From an optimization exercise on the open Yosys and OpenROAD flow, aimed at small area and a short achievable clock period; shortcuts taken in it are not production practice. The RTL was checked by simulation tests, not by an equivalence proof against the original design.

Setup of main:
// fft_butterfly
module fft_butterfly(clk, rst, in_valid, k,
                     ar, ai, br, bi,
                     out_valid, y0r, y0i, y1r, y1i);
   input                clk, rst, in_valid;
   input        [8:0]   k;
   input        [17:0]  ar, ai, br, bi;
   output reg           out_valid;
   output reg   [17:0]  y0r, y0i, y1r, y1i;
   reg v1;
   reg v2;
   reg v3;
   reg q1_n1;
   reg q1_n2;
   reg q1_n3;
   reg q1_n4;
   reg q1_n5;
   reg q1_n6;
   reg q1_n7;
   reg q1_n8;
   reg q1_n9;
   reg q1_n10;
   reg q1_n11;
   reg q2_n36;
   reg q1_br_0;
   reg q2_br_0;
   reg q2_n72;
   reg q1_br_1;
   reg q2_br_1;
   reg q2_n37;
   reg q1_br_2;
   reg q2_br_2;
   reg q1_br_3;
   reg q2_br_3;
   reg q1_br_4;
   reg q2_br_4;
   reg q1_br_5;
   reg q2_br_5;
   reg q1_br_6;
   reg q2_br_6;
   reg q1_br_7;
   reg q2_br_7;
   reg q1_br_8;
   reg q2_br_8;
   reg q1_br_9;
   reg q2_br_9;
   reg q1_br_10;
   reg q2_br_10;
   reg q1_br_11;
   reg q2_br_11;
   reg q1_br_12;
   reg q2_br_12;
   reg q1_br_13;
   reg q2_br_13;
   reg q1_br_14;
   reg q2_br_14;
  ...
For scale: roughly 3,300 cells after synthesis, about 31,000 um2 of cells after synthesis.
clock: 10.0 ns
lec_check: 0
abc_area: 1
cap_margin: 50
core_margin: 2
core_utilization: 55
cts_buf_list: sky130_fd_sc_hd__clkbuf_4 sky130_fd_sc_hd__clkbuf_8
place_density: 0.7
slew_margin: 70
synth_hierarchical: 1
synth_memory_max_bits: 32768
standard.sh (not shown) runs the stock make flow with config.mk's settings and CLKGATE_MAP_FILE= SYNTH_SCRIPT=/design/flow/synth_recipe.tcl, a recipe that flattens the netlist after the stock synthesis.
==> flow/flow/run.sh <==
#!/bin/bash
# Layout flow: the standard ORFS flow (standard.sh, unchanged synthesis),
# with two changes to how the layout is made:
#  - the port buffers are sky130_fd_sc_hd__buf_2 cells instead of the delay
#    buffers buffer_ports picks by default (every port still gets a buffer);
#  - ORFS's repair_timing steps aim at a setup margin of SETUP_MARGIN ns below
#    the 10 ns clock, so they size up the slowest paths.
# The clock period and constraints are the design's. Each tool's output goes
# to flow.log here; ORFS keeps its per-step logs under orfs/logs/.
set -euo pipefail
cd "$(dirname "$0")/.."
SETUP_MARGIN=$(cat flow/setup_margin.txt)
bash standard.sh "BUFFER_PORTS_ARGS=-buffer_cell sky130_fd_sc_hd__buf_2" \
  "SETUP_SLACK_MARGIN=$SETUP_MARGIN" finish > flow.log 2>&1
==> flow/flow/setup_margin.txt <==
6.6
> inputs changed (main -> the feature branch)
==> flow/flow/setup_margin.txt <==
6.2
Notes after the runs:
The feature branch against main; design area is down by a few percent.
Taking main as the reference point, the post-detailed-route via-to-cell ratio of the feature branch falls by 1.4%.
main ended up with more cell instances than the feature branch did.
[the feature branch] count of vias placed by the detailed router fell 575 relative to main
Comparing remaining max-slew budget at the tightest pin for main and the feature branch, the smaller number came from the feature branch.
Worst-case clock skew was higher in main than in the feature branch.
Share of final layout cell area taken by clock buffers and inverters ends up higher on the feature branch.
Against main, the feature branch reports a non-clock buffer count that is lower.

========
## JK
fft_butterfly, a different RTL version from the one above (not shown whole).
Size in the first run: roughly 450 flip-flops, about 160 I/O pins, roughly 0.035 sq mm of cells after synthesis.
export LEC_CHECK = 0
export ABC_AREA = 1
export CAP_MARGIN = 50
export CORE_MARGIN = 2
export CORE_UTILIZATION = 40
export PLACE_DENSITY = 0.6
export SLEW_MARGIN = 70
export SYNTH_HIERARCHICAL = 1
export SYNTH_MEMORY_MAX_BITS = 32768
create_clock -name core_clock -period 10.0 [get_ports {clk}]
==> flow/flow/setup_margin.txt <==
6.3
Scripts as last shown in full above: flow/flow/run.sh
Per the final summary, JK finished and its layout is clean on timing, DRC and antenna.
--- input diff JK..MS ---
Settings: swapping 50 for 20 in CAP_MARGIN; swapping 70 for 20 in SLEW_MARGIN.
==> flow/flow/run.sh <==
#!/bin/bash
# Layout flow: the standard ORFS flow (standard.sh, unchanged synthesis),
# with the port buffers made of sky130_fd_sc_hd__buf_2 cells instead of the
# delay-buffer cells buffer_ports picks by default. Every input and output
# port still gets its own buffer. Each tool's output goes to flow.log here;
# ORFS keeps its per-step logs under orfs/logs/.
set -euo pipefail
cd "$(dirname "$0")/.."
bash standard.sh "BUFFER_PORTS_ARGS=-buffer_cell sky130_fd_sc_hd__buf_2" finish > flow.log 2>&1
removed: flow/flow/setup_margin.txt
MS vs. JK: peak per-stage delay on the critical path went up by 0.25 ns. The synthesized cell count was comparable across MS and JK. Against JK as the reference, MS delivers a lower total of cells resized after clock tree synthesis. In terms of flip-flop and latch count, JK and MS differ only marginally. Compared with JK, in MS worst slew margin relative to its limit went down by 44 points; sequential cell area dropped about 0.7%.
Inputs modified between MS and AL:
==> flow/run.sh (new file) <==
#!/bin/bash
# synth_recipe.tcl (not shown) runs the flow's synth.tcl, then flattens the netlist and writes it again
# the make line also repeats each setting of config.mk as NAME=value (left out here)
make -C /OpenROAD-flow-scripts/flow DESIGN_CONFIG=/design/flow/config.mk WORK_HOME=/design/flow/orfs CLKGATE_MAP_FILE= SYNTH_SCRIPT=/design/flow/synth_recipe.tcl finish
removed: flow/flow/run.sh
removed: flow/standard.sh
### Flow results
Summary of AL over MS: total of clock buffers placed in the layout down 1, insertion delay to the later sink of the worst-skew pair flat, routability congestion estimate down 0.022, post-route standard cell area excluding fillers up 2.2%. Run comparison: AL capturing instance or port of the critical path q3_n1184; MS capturing instance or port of the critical path q3_n1272. The higher largest net degree at the start of global routing of AL and MS is in MS. When AL is measured against MS, its total wire length after detailed routing turns out about 6% higher. AL — setup slack 0.28 ns lower, MS as reference. AL against MS.

========
RTL: one of the versions met above, not the one the previous note started from.
Size in the first run: ~160 I/O pins, about 31000 um2 of cells after synthesis.
clock: 10.0 ns
lec_check: 0
abc_area: 1
cap_margin: 50
core_margin: 2
core_utilization: 55
cts_buf_list: sky130_fd_sc_hd__clkbuf_4 sky130_fd_sc_hd__clkbuf_8
place_density: 0.7
slew_margin: 70
synth_hierarchical: 1
synth_memory_max_bits: 32768
==> flow/flow/run.sh <==
#!/bin/bash
# Layout flow: the standard ORFS flow (standard.sh, unchanged synthesis),
# with two changes to how the layout is made:
#  - the port buffers are sky130_fd_sc_hd__buf_2 cells instead of the delay
#    buffers buffer_ports picks by default (every port still gets a buffer);
#  - ORFS's repair_timing steps aim at a setup margin of SETUP_MARGIN ns below
#    the 10 ns clock, so they size up the slowest paths.
# The clock period and constraints are the design's. Each tool's output goes
# to flow.log here; ORFS keeps its per-step logs under orfs/logs/.
set -euo pipefail
cd "$(dirname "$0")/.."
SETUP_MARGIN=$(cat flow/setup_margin.txt)
bash standard.sh "BUFFER_PORTS_ARGS=-buffer_cell sky130_fd_sc_hd__buf_2" \
  "SETUP_SLACK_MARGIN=$SETUP_MARGIN" finish > flow.log 2>&1
==> flow/flow/setup_margin.txt <==
6.4
The baseline finished with timing, DRC and antenna clean.
Then changed:
==> flow/flow/setup_margin.txt (replaced) <==
6.5
Effect:
- hold slack barely changes
- synthesized cell count is unchanged
- setup slack degrades by 24 ps
- final cell count rises by 0.56%
- count of clock-buffer cells in the layout does not change
- core utilization rises by 1.4 points
- die area does not change

re-timing with driven ports:
Ports are ideal in the flow. The routed layouts listed here were re-timed in OpenROAD. Step 1 sets driving cells, clkbuf_16 on the clock port and buf_2 on the other inputs (assumed; they add their load-dependent delay and slew). Step 2, shift: input delay + t, output delay - t, t = (earliest + latest rising clock arrival at the registers) / 2. This alone moves slack from input paths to output paths. Slacks: no drivers / after step 1 / after step 2; pairs: no drivers / after step 1.
run | t (ns) | slack for setup (ns) | worst register clock-pin slew, ns
main | 0.718 | 6.478 / 6.478 / 6.478 | 0.08 / 0.08
the feature branch | 0.714 | 6.206 / 6.206 / 6.206 | 0.07 / 0.07
JK | 0.692 | 6.399 / 6.399 / 6.399 | 0.06 / 0.06
MS | 0.694 | 5.898 / 5.898 / 5.898 | 0.06 / 0.06
AL | 0.699 | 5.622 / 5.622 / 5.622 | 0.08 / 0.08
the first run of note 3 | 0.724 | 6.425 / 6.425 / 6.425 | 0.08 / 0.08
the second run of note 3 | 0.734 | 6.401 / 6.401 / 6.401 | 0.08 / 0.08
After both steps every run listed still meets setup and hold.
